Source: an optimization exercise on an open RTL-to-GDS flow (aim: small area, a short achievable clock period and few clock cycles per item). Production flows keep margins and buffers that such runs may drop.
For this run, only the layout was checked, not whether the RTL still works.
Power is estimated from default activity; no workload was simulated.

**design/flow/design.v**
```verilog
`timescale 1ns / 1ns
module mat_ops_controller #(
	parameter DATA_LEN = 8,
	parameter N = 8,
	parameter ADDRESS_SIZE = 4
)
(
	input                         i_clk,
	input                         i_rstn,
	input   [DATA_LEN*N-1:0]      i_read_data_A,
	output  [ADDRESS_SIZE-1:0]    o_address_A,
	output                        o_wr_en_A,
	output  [DATA_LEN*N-1:0]      o_write_data_A,
	input   [DATA_LEN*N-1:0]      i_read_data_B,
	output  [ADDRESS_SIZE-1:0]    o_address_B,
	output                        o_wr_en_B,
	output  [DATA_LEN*N-1:0]      o_write_data_B,
	output                        o_done
);
	reg        idle;
	reg  [8:0] S;
	reg  [3:0] T;
	reg  [2:0] r;
	reg  [2:0] wrow;      
	wire start = (i_read_data_A[7:0] == 8'd1);
	wire go    = idle && start;
	wire r0    = (r == 3'd0);
	wire r7    = (r == 3'd7);
	wire [8:0] S_n;
	assign S_n[0] = go || (S[8] && !r7);
	assign S_n[1] = S[0];
	assign S_n[2] = S[1];
	assign S_n[3] = S[2] && !r0;
	assign S_n[4] = (S[2] && r0) || S[3];
	assign S_n[8:5] = S[7:4];
	wire [3:0] T_n = {T[2:0], S[8] && r7};
	wire       idle_n = (idle && !start) || T[3];
	wire [2:0] r_n    = S[8] ? r + 3'd1 : r;
	wire [2:0] wrow_n = S[8] ? r : wrow;
	wire       run_n  = |S_n;
	wire       wb_n   = S_n[3] || T_n[3];
	wire [2:0] k_n    = {S_n[5] | S_n[6] | S_n[7] | S_n[8],
	                     S_n[2] | S_n[4] | S_n[7] | S_n[8],
	                     S_n[1] | S_n[4] | S_n[6] | S_n[8]};
	reg  [3:0] addr_a;
	reg  [3:0] addr_b;
	reg        wr_b;
	reg        done;
	reg        v0;
	reg        f0;
	always @(posedge i_clk, negedge i_rstn) begin
		if (!i_rstn) begin
			idle   <= 1'b1;
			S      <= 9'd0;
			T      <= 4'd0;
			r      <= 3'd0;
			wrow   <= 3'd0;
			addr_a <= 4'd0;
			addr_b <= 4'd0;
			wr_b   <= 1'b0;
			done   <= 1'b0;
		end else begin
			idle   <= idle_n;
			S      <= S_n;
			T      <= T_n;
			r      <= r_n;
			wrow   <= wrow_n;
			addr_a <= {run_n, r_n};
			addr_b <= wb_n ? {1'b1, wrow_n} : {1'b0, k_n};
			wr_b   <= wb_n;
			done   <= T_n[3];
		end
	end
	wire [2:0] k0 = addr_b[2:0];
	always @(posedge i_clk) begin
		v0 <= run_n && !S_n[3];
		f0 <= S_n[0];
	end
	reg                  v1;
	reg  [2:0]           k1;
	reg                  f1;
	reg                  f2;
	reg  [11:0]          a2, a2r;
	reg                  f3, f3r;
	wire [7:0]           a1 = i_read_data_A[8*k1 +: 8];
	wire [11:0]          a1_enc;
	genvar m;
	generate
		for (m = 0; m < 4; m = m + 1) begin : BOOTH
			wire hi = a1[2*m+1];
			wire md = a1[2*m];
			wire lo = (m == 0) ? 1'b0 : a1[2*m-1];
			assign a1_enc[3*m]   = hi;
			assign a1_enc[3*m+1] = md ^ lo;
			assign a1_enc[3*m+2] = (hi & ~md & ~lo) | (~hi & md & lo);
		end
	endgenerate
	reg  [63:0]          b2;
	wire [63:0]          acc;
	always @(posedge i_clk) begin
		v1 <= v0;
		k1 <= k0;
		f1 <= f0;
		f2 <= f1;
		f3 <= f2;
		a2 <= v1 ? a1_enc : 12'd0;
		b2 <= i_read_data_B;
	end
	always @(posedge i_clk, negedge i_rstn) begin
		if (!i_rstn) begin
			f3r <= 1'b0;
			a2r <= 12'd0;
		end else begin
			f3r <= f2;
			a2r <= v1 ? a1_enc : 12'd0;
		end
	end
	genvar j;
	generate
		for (j = 0; j < N; j = j + 1) begin : LANE
			mac_lane u_lane (
				.i_clk (i_clk),
				.a     (j < N/2 ? a2 : a2r),
				.b     (b2[8*j +: 8]),
				.first (j < N/2 ? f3 : f3r),
				.acc   (acc[8*j +: 8])
			);
		end
	endgenerate
	assign o_address_A    = addr_a;
	assign o_wr_en_A      = done;
	assign o_write_data_A = {(DATA_LEN*N){1'b0}};
	assign o_address_B    = addr_b;
	assign o_wr_en_B      = wr_b;
	assign o_write_data_B = acc;
	assign o_done         = done;
endmodule
module mac_lane (
	input            i_clk,
	input      [11:0] a,
	input      [7:0] b,
	input            first,
	output reg [7:0] acc
);
	wire [14:0] d;
	reg  [14:0] q;
	wire neg0 = a[0];
	wire one0 = a[1];
	wire two0 = a[2];
	wire neg1 = a[3];
	wire one1 = a[4];
	wire two1 = a[5];
	wire neg2 = a[6];
	wire one2 = a[7];
	wire two2 = a[8];
	wire neg3 = a[9];
	wire one3 = a[10];
	wire two3 = a[11];
	wire t1;
	wire t2;
	wire t3;
	wire t4;
	wire t5;
	wire t6;
	wire t7;
	wire t8;
	wire t9;
	wire t10;
	wire t11;
	wire t12;
	wire t13;
	wire t14;
	wire t15;
	assign t1 = (neg1 & ~(one1 & b[0])) ^ (((one0 & b[3]) | (two0 & b[2])) ^ neg0);
	assign t2 = (neg1 & ~(one1 & b[0])) & (((one0 & b[3]) | (two0 & b[2])) ^ neg0);
	assign t3 = (one2 & b[0]) ^ (((one0 & b[4]) | (two0 & b[3])) ^ neg0) ^ (((one1 & b[2]) | (two1 & b[1])) ^ neg1);
	assign t4 = ((one2 & b[0]) & (((one0 & b[4]) | (two0 & b[3])) ^ neg0)) | ((one2 & b[0]) & (((one1 & b[2]) | (two1 & b[1])) ^ neg1)) | ((((one0 & b[4]) | (two0 & b[3])) ^ neg0) & (((one1 & b[2]) | (two1 & b[1])) ^ neg1));
	assign t5 = (neg2 & ~(one2 & b[0])) ^ (((one0 & b[5]) | (two0 & b[4])) ^ neg0) ^ (((one1 & b[3]) | (two1 & b[2])) ^ neg1);
	assign t6 = ((neg2 & ~(one2 & b[0])) & (((one0 & b[5]) | (two0 & b[4])) ^ neg0)) | ((neg2 & ~(one2 & b[0])) & (((one1 & b[3]) | (two1 & b[2])) ^ neg1)) | ((((one0 & b[5]) | (two0 & b[4])) ^ neg0) & (((one1 & b[3]) | (two1 & b[2])) ^ neg1));
	assign t7 = (((one2 & b[1]) | (two2 & b[0])) ^ neg2) ^ t4;
	assign t8 = (((one2 & b[1]) | (two2 & b[0])) ^ neg2) & t4;
	assign t9 = (one3 & b[0]) ^ (((one0 & b[6]) | (two0 & b[5])) ^ neg0) ^ (((one1 & b[4]) | (two1 & b[3])) ^ neg1);
	assign t10 = ((one3 & b[0]) & (((one0 & b[6]) | (two0 & b[5])) ^ neg0)) | ((one3 & b[0]) & (((one1 & b[4]) | (two1 & b[3])) ^ neg1)) | ((((one0 & b[6]) | (two0 & b[5])) ^ neg0) & (((one1 & b[4]) | (two1 & b[3])) ^ neg1));
	assign t11 = (((one2 & b[2]) | (two2 & b[1])) ^ neg2) ^ t6 ^ t9;
	assign t12 = ((((one2 & b[2]) | (two2 & b[1])) ^ neg2) & t6) | ((((one2 & b[2]) | (two2 & b[1])) ^ neg2) & t9) | (t6 & t9);
	assign t13 = (neg3 & ~(one3 & b[0])) ^ (((one0 & b[7]) | (two0 & b[6])) ^ neg0) ^ (((one1 & b[5]) | (two1 & b[4])) ^ neg1);
	assign t14 = (((one2 & b[3]) | (two2 & b[2])) ^ neg2) ^ (((one3 & b[1]) | (two3 & b[0])) ^ neg3) ^ t10;
	assign t15 = t13 ^ t14;
	assign d[0] = (one0 & b[0]);
	assign d[1] = (neg0 & ~(one0 & b[0]));
	assign d[2] = (((one0 & b[1]) | (two0 & b[0])) ^ neg0);
	assign d[3] = (one1 & b[0]);
	assign d[4] = (((one0 & b[2]) | (two0 & b[1])) ^ neg0);
	assign d[5] = (((one1 & b[1]) | (two1 & b[0])) ^ neg1);
	assign d[6] = t1;
	assign d[7] = t2;
	assign d[8] = t3;
	assign d[9] = t5;
	assign d[10] = t7;
	assign d[11] = t8;
	assign d[12] = t11;
	assign d[13] = t12;
	assign d[14] = t15;
	always @(posedge i_clk)
		q <= d;
	wire first_q = first;
	wire [7:0] g = first_q ? 8'd0 : acc;
	wire u1;
	wire u2;
	wire u3;
	wire u4;
	wire u5;
	wire u6;
	wire u7;
	wire u8;
	wire u9;
	wire u10;
	wire u11;
	wire u12;
	wire u13;
	wire u14;
	wire u15;
	wire u16;
	wire u17;
	wire u18;
	wire u19;
	wire u20;
	wire u21;
	wire u22;
	wire u23;
	wire u24;
	wire u25;
	wire u26;
	wire u27;
	wire u28;
	wire u29;
	wire u30;
	wire u31;
	wire u32;
	wire u33;
	wire u34;
	wire u35;
	wire u36;
	wire u37;
	wire u38;
	wire u39;
	wire u40;
	wire u41;
	wire u42;
	wire u43;
	wire u44;
	wire u45;
	wire u46;
	wire u47;
	wire u48;
	wire u49;
	wire u50;
	wire u51;
	wire u52;
	wire u53;
	wire u54;
	wire u55;
	wire u56;
	assign u1 = q[1] ^ q[2];
	assign u2 = q[1] & q[2];
	assign u3 = q[3] ^ q[4] ^ g[2];
	assign u4 = (q[3] & q[4]) | (q[3] & g[2]) | (q[4] & g[2]);
	assign u5 = q[5] ^ q[6] ^ g[3];
	assign u6 = (q[5] & q[6]) | (q[5] & g[3]) | (q[6] & g[3]);
	assign u7 = q[7] ^ q[8] ^ g[4];
	assign u8 = (q[7] & q[8]) | (q[7] & g[4]) | (q[8] & g[4]);
	assign u9 = q[9] ^ q[10] ^ g[5];
	assign u10 = (q[9] & q[10]) | (q[9] & g[5]) | (q[10] & g[5]);
	assign u11 = q[11] ^ q[12] ^ g[6];
	assign u12 = (q[11] & q[12]) | (q[11] & g[6]) | (q[12] & g[6]);
	assign u13 = q[13] ^ q[14] ^ g[7];
	assign u14 = (q[0] & g[0]);
	assign u15 = (q[0] ^ g[0]);
	assign u16 = (g[1] & u1);
	assign u17 = (g[1] ^ u1);
	assign u18 = (u2 & u3);
	assign u19 = (u2 ^ u3);
	assign u20 = (u4 & u5);
	assign u21 = (u4 ^ u5);
	assign u22 = (u6 & u7);
	assign u23 = (u6 ^ u7);
	assign u24 = (u8 & u9);
	assign u25 = (u8 ^ u9);
	assign u26 = (u10 & u11);
	assign u27 = (u10 ^ u11);
	assign u28 = (u12 & u13);
	assign u29 = (u12 ^ u13);
	assign u30 = u16 | (u17 & u14);
	assign u31 = u18 | (u19 & u16);
	assign u32 = u19 & u17;
	assign u33 = u20 | (u21 & u18);
	assign u34 = u21 & u19;
	assign u35 = u22 | (u23 & u20);
	assign u36 = u23 & u21;
	assign u37 = u24 | (u25 & u22);
	assign u38 = u25 & u23;
	assign u39 = u26 | (u27 & u24);
	assign u40 = u27 & u25;
	assign u41 = u28 | (u29 & u26);
	assign u42 = u29 & u27;
	assign u43 = u31 | (u32 & u14);
	assign u44 = u33 | (u34 & u30);
	assign u45 = u35 | (u36 & u31);
	assign u46 = u36 & u32;
	assign u47 = u37 | (u38 & u33);
	assign u48 = u38 & u34;
	assign u49 = u39 | (u40 & u35);
	assign u50 = u40 & u36;
	assign u51 = u41 | (u42 & u37);
	assign u52 = u42 & u38;
	assign u53 = u45 | (u46 & u14);
	assign u54 = u47 | (u48 & u30);
	assign u55 = u49 | (u50 & u43);
	assign u56 = u51 | (u52 & u44);
	always @(posedge i_clk)
		acc <= {(u29 ^ u55) , (u27 ^ u54) , (u25 ^ u53) , (u23 ^ u44) , (u21 ^ u43) , (u19 ^ u30) , (u17 ^ u14) , u15};
endmodule
```
**design/flow/flow/run.sh**
```bash
#!/bin/bash
# The standard layout (the standard.sh, standard synthesis unchanged) with
# the port buffers made from the smallest buffer cell instead of the
# clock-delay buffer that buffer_ports picks by default.
set -euo pipefail
bash standard.sh BUFFER_PORTS_ARGS="-buffer_cell sky130_fd_sc_hd__buf_1" finish > make_finish.log 2>&1
```
**design/flow/standard.sh**
```bash
#!/bin/bash
# synth_recipe.tcl (not shown) runs the flow's synth.tcl, then flattens the netlist and writes it again
# the make line also repeats each setting of config.mk as NAME=value (left out here)
make -C /OpenROAD-flow-scripts/flow DESIGN_CONFIG=/design/flow/config.mk WORK_HOME=/design/flow/orfs CLKGATE_MAP_FILE= SYNTH_SCRIPT=/design/flow/synth_recipe.tcl "${@:-finish}"
```
**design/flow/config.mk**
```make
export PLATFORM = sky130hd
export DESIGN_NAME = mat_ops_controller
export DESIGN_NICKNAME = mat_ops_controller
export VERILOG_FILES = /design/flow/design.v
export SDC_FILE = /design/flow/constraint.sdc
export NUM_CORES = 4
export LEC_CHECK = 0
export CAP_MARGIN = 20
export CORE_MARGIN = 2
export CORE_UTILIZATION = 40
export PLACE_DENSITY = 0.6
export SETUP_SLACK_MARGIN = 2.8
export SLEW_MARGIN = 20
```
**design/flow/constraint.sdc**
```tcl
create_clock -name core_clock -period 5.0 [get_ports {i_clk}]
set_input_delay 1.0000 -clock core_clock [delete_from_list [all_inputs] [get_ports {i_clk}]]
set_output_delay 1.0000 -clock core_clock [all_outputs]
set_load 0.01 [all_outputs]
```
==> key figures <==
Status
  – Run status: complete, no violations

GRT
  – Antenna violations before repair: 0
  – GRT Total Usage: between 15 and 20%
  – First-pass GRT wire length: ~58000 microns
  – Congestion Overflow GR: 0
  – Vias in the first global route: roughly 11000
  – Maximum number of pins on one net before global-route repair: 39

STA
  – Headroom to the max-slew limit: between 30 and 40%
  – Final setup skew: 33.8 ps
  – Fin crit period: roughly 2600 ps
  – Final max-slew violation count: 0
  – Max frequency: between 300 and 400 MHz
  – Number of hold violations in the final report: 0
  – RSZ-0062 raised after global routing: true
  – Ratio of final minimum period to clock period: around 52%
  – Endpoints failing setup: 0
  – Total Negative Setup Slacks: 0 ps
  – Least-Margin Pin Slew: about 930 ps

Setup path
  – Top delay family on crit path: adder cells
  – Worst R2R Setup Slack: ~2400 ps
  – Worst EP required: approximately 5500 ps
  – Crit path launch type: flip-flop
  – Crit path buf inv count: 2
  – Timing startpoint of the critical path: f3r$_DFF_PN0_
  – Crit. End Element: flip-flop
  – Reg-to-reg startpoint: f3r$_DFF_PN0_
  – Arrival time reported for the critical path endpoint: 3060 ps
  – Cells along the critical path: buf_6, nand2b_4, fa_1, inv_2, ha_4, and3_1, a221o_1, o41ai_2, xor2_1
  – Worst Path Class, Setup: flip-flop to flip-flop
  – Logic depth of the worst register-to-register path: 9
  – CP max stage cell: sky130_fd_sc_hd__dfrtp_4
  – Highest cell delay on the worst timing path: 500 ps
  – R2r endpoint: LANE[4].u_lane.acc[7]$_DFF_P_
  – CP Max Fanout: 8

Layout
  – Post-route insts no fill: ~2300
  – Multi-input combinational cell area: 9280 sq um
  – Most common cell after layout, fill and taps aside: sky130_fd_sc_hd__dfxtp_1
  – Post-layout util: 49.2%
  – Share of post-route cells with drive strength above 1: around 16%
  – Layout Nets: between 1500 and 2000
  – Fill cells: roughly 3700
  – Leading cell types in the layout, fill and taps excluded: sky130_fd_sc_hd__dfxtp_1, sky130_fd_sc_hd__buf_1, sky130_fd_sc_hd__xnor2_1, sky130_fd_sc_hd__inv_1, sky130_fd_sc_hd__a22oi_1
  – Post-synthesis to final-layout area growth: 21.9%
  – Sequential Area: 6370 sq um

Power
  – Power density over cell area: approximately 360 nW/um^2
  – Seq pwr share: between 40% and 50%
  – Leakage: just over 8 nW
  – Max rail drop VDD: around 0.24 mV
  – Internal Dissipation: ~5.0 mW
  – P_sw: ~2 mW
  – Net Sw Frac: 28.7%
  – Clock share of power: 38.2%
  – Combinational share of power: roughly a fifth

Route
  – Average wire per standard cell: between 15 and 20 microns
  – Wire length the detailed router placed on met1: approximately 16000 microns
  – Detailed-routed wire length on met3: ~1600 microns
  – Total met2 wirelength after detailed routing: roughly 18000 microns
  – Drt drc: 0
  – Total wirelength of the detailed-routed design: 36500 microns
  – Router iterations before antenna repair: 7
  – Final ANT Viol Nets: 0
  – Via density: roughly 4.7
  – Top layer in use: met4
  – Routed vias: 10700
  – Number of DRC markers in iteration 0: 438

Floorplan
  – DIE WIDTH: roughly 200 microns
  – Site row count: 73
  – Core area: 39500 sq um
  – Number of top-level pins: 269
  – Die area: slightly above 40000 sq um
  – Starting utilization of the core area: 40.3%
  – Die outline height: 203 microns

Yosys
  – Proportion of synthesized chip area in sequential cells: about 40%
  – Asr flop ratio synth: around 12%
  – Synth Cell Area: between 15000 and 20000 sq um
  – Number of synthesis warnings: 2
  – Area contributors post-synth: sky130_fd_sc_hd__dfxtp_1, sky130_fd_sc_hd__fa_1, sky130_fd_sc_hd__xnor2_1, sky130_fd_sc_hd__ha_1, sky130_fd_sc_hd__a22oi_1
  – Post-synthesis instance total: 1481
  – Synth Area per Inst: about 11 sq um
  – Number of synthesized register bits: between 300 and 400
  – Portion of synthesized cell area occupied by the leading cell type: roughly a third
  – Synth area leader: sky130_fd_sc_hd__dfxtp_1
  – Number of unique standard cell types used by synthesis: 52
  – Post-synth EDFFs: 0
  – Main flop type after synthesis: sky130_fd_sc_hd__dfxtp_1

Worst hold path
  – Capture endpoint of the worst hold path: f3r$_DFF_PN0_
  – Hold path cells: 0
  – Worst hold path type: flip-flop to flip-flop
  – Startpoint of the worst hold path: f2$_DFF_P_

Clocking
  – Maximum count of clock buffers along a single path: 3
  – Max H-tree Level: 2
  – Total clock sinks: 307
  – Root Buffer Master: sky130_fd_sc_hd__clkbuf_16
  – Clock latency on the worst-skew pair: about 550 ps
  – Clock buffers created by TritonCTS: 35
  – CTS tree: yes
  – Clock transition at the registers of the reported paths: about 60 ps
  – Count of hold-fix buffers inserted at cts: 0

Placement
  – Total of buffers placed on input and output ports: slightly above 200
  – Routability cong.: approximately 0.8
  – Total half-perimeter wirelength after legalization and detailed placement: approximately 26000 microns
  – Cell count after placement: 2151

Run
  – Max cap viols: 0
## cells by family (layout without fill, tap and decap cells)
logic type               count (synthesis)  count (layout)  synth area share (%)
adder cells (fa/ha/maj)                163             163                  16.6
other                                    1              65                0.0236
multiplexers                            28              28                  3.60
AO/OA/AOI/OAI                          211             211                  9.86
AND/OR/NAND/NOR                        242             242                  8.90
buffers and inverters                  311             492                  9.12
flip-flops                             307             307                  39.8
XOR/XNOR                               218             218                  12.1
## area by class of cell
| type | instances | area share (%) |
|---|---|---|
| Antenna cell | 1 | 0.0129 |
| Multi-Input combinational cell | 926 | 47.8 |
| Inverter | 184 | 3.57 |
| Clock buffer | 40 | 4.71 |
| Clock inverter | 23 | 1.46 |
| Sequential cell | 307 | 32.8 |
| Timing Repair Buffer | 245 | 6.20 |
| Tap cell | 525 | 3.38 |
## cell usage after synthesis (10+ instances only)
| master | n |
|---|---|
| sky130_fd_sc_hd__a22oi_1 | 128 |
| sky130_fd_sc_hd__a21o_1 | 17 |
| sky130_fd_sc_hd__nand2b_1 | 56 |
| sky130_fd_sc_hd__inv_1 | 184 |
| sky130_fd_sc_hd__nor2b_1 | 45 |
| sky130_fd_sc_hd__ha_1 | 83 |
| sky130_fd_sc_hd__xnor2_1 | 172 |
| sky130_fd_sc_hd__nor2_1 | 31 |
| sky130_fd_sc_hd__nor3_1 | 11 |
| sky130_fd_sc_hd__nand2_1 | 19 |
| sky130_fd_sc_hd__a21oi_1 | 21 |
| sky130_fd_sc_hd__buf_1 | 10 |
| sky130_fd_sc_hd__dfxtp_1 | 269 |
| sky130_fd_sc_hd__fa_1 | 80 |
| sky130_fd_sc_hd__xor2_1 | 44 |
| sky130_fd_sc_hd__buf_4 | 67 |
| sky130_fd_sc_hd__dfrtp_1 | 37 |
| sky130_fd_sc_hd__and3_1 | 19 |
| sky130_fd_sc_hd__clkbuf_1 | 42 |
| sky130_fd_sc_hd__and2_1 | 38 |
| sky130_fd_sc_hd__mux4_1 | 10 |
## worst register-to-register path, delay by kind of cell, from the launching register on
family	cells	cell delay, ps
buffers and inverters	2	220
flip-flops	1	500
AND/OR/NAND/NOR	2	330
XOR/XNOR	1	170
adder cells (fa/ha/maj)	2	710
AO/OA/AOI/OAI	2	590
## layer usage
| metal | vias up | track usage, % |
|---|---|---|
| li1 | 5189 | - |
| met1 | 5175 | 22.6 |
| met2 | 264 | 30.7 |
| met3 | 55 | 3.34 |
| met4 | 0 | 4.85 |
| met5 | - | 0 |
## repair_timing
action,4_1_cts,5_1_grt
pin swaps,36,11
gates resized for setup,74,30
endpoints found under the setup margin,99,43
setup buffers,30,6
## power by group through the flow
| stage | Sequential (mW) | Combinational (mW) | Clock [mW] |
|---|---|---|---|
| 6_report | 2.86 | 1.45 | 2.66 |
| 5_1_grt | 2.89 | 1.62 | 2.83 |
| 4_1_cts | 2.87 | 1.44 | 2.74 |
| 3_5_place_dp | 2.90 | 1.32 | 0 |
| 3_3_place_gp | 2.90 | 1.28 | 0 |
| 2_1_floorplan | 2.92 | 0.935 | 0 |
## worst max-delay path by stage
| stage | slack (ps) | to | depth (start not counted) |
|---|---|---|---|
| global route | 2290 | LANE[7].u_lane.acc[7]$_DFF_P_ | 9 |
| detailed placement | 1750 | LANE[6].u_lane.acc[7]$_DFF_P_ | 8 |
| global placement | 1830 | LANE[6].u_lane.acc[7]$_DFF_P_ | 8 |
| CTS | 2430 | LANE[5].u_lane.acc[7]$_DFF_P_ | 9 |
| finish | 2390 | LANE[4].u_lane.acc[7]$_DFF_P_ | 9 |
| floorplan | 2400 | LANE[6].u_lane.acc[7]$_DFF_P_ | 10 |
## sequential cells by signal (all words and copies together), names as in the netlist
| name | flops |
|---|---|
| LANE.u_lane.acc | 64 |
| LANE.u_lane.q | 120 |
| S | 9 |
| T | 4 |
| a2 | 12 |
| a2r | 12 |
| addr_a | 4 |
| addr_b | 4 |
| b2 | 64 |
| f0 | 1 |
| f1 | 1 |
| f2 | 1 |
| f3 | 1 |
| f3r | 1 |
| idle | 1 |
| k1 | 3 |
| v0 | 1 |
| v1 | 1 |
| wrow | 3 |
## stage by stage
step	worst slack, ps	power (mW)	hold WS (ps)	area (sq um)
after CTS	2430	7.04	327	19200
after floorplan	2400	3.85	310	16800
after global routing	2290	7.33	335	19400
final	2390	6.97	318	19400
after global placement	1830	4.18	313	17500
after detailed placement	1750	4.21	315	17500

[separate check: timing with driven ports]
In the flow no input, the clock included, has a driving cell. The finished layout below was timed again as built, in two steps. Step 1, drivers: a clkbuf_16 drives i_clk and a buf_2 each remaining input, both assumed. Step 2 times the ports against the registers' clock, not the clock port: input delays grow and output delays shrink by t, the midpoint of the rising clock arrivals with the driver on. a / b / c = ideal / step 1 / step 2; a / b = the first two.
t (ns): 0.583
slack for setup (ns): 2.392 / 2.392 / 2.392
hold slack, ns: 0.318 / 0.318 / 0.318
After both steps setup and hold are still met in this run. The setup slack of this run moves by 0.000 ns with the drivers and by 0.000 ns with both steps.
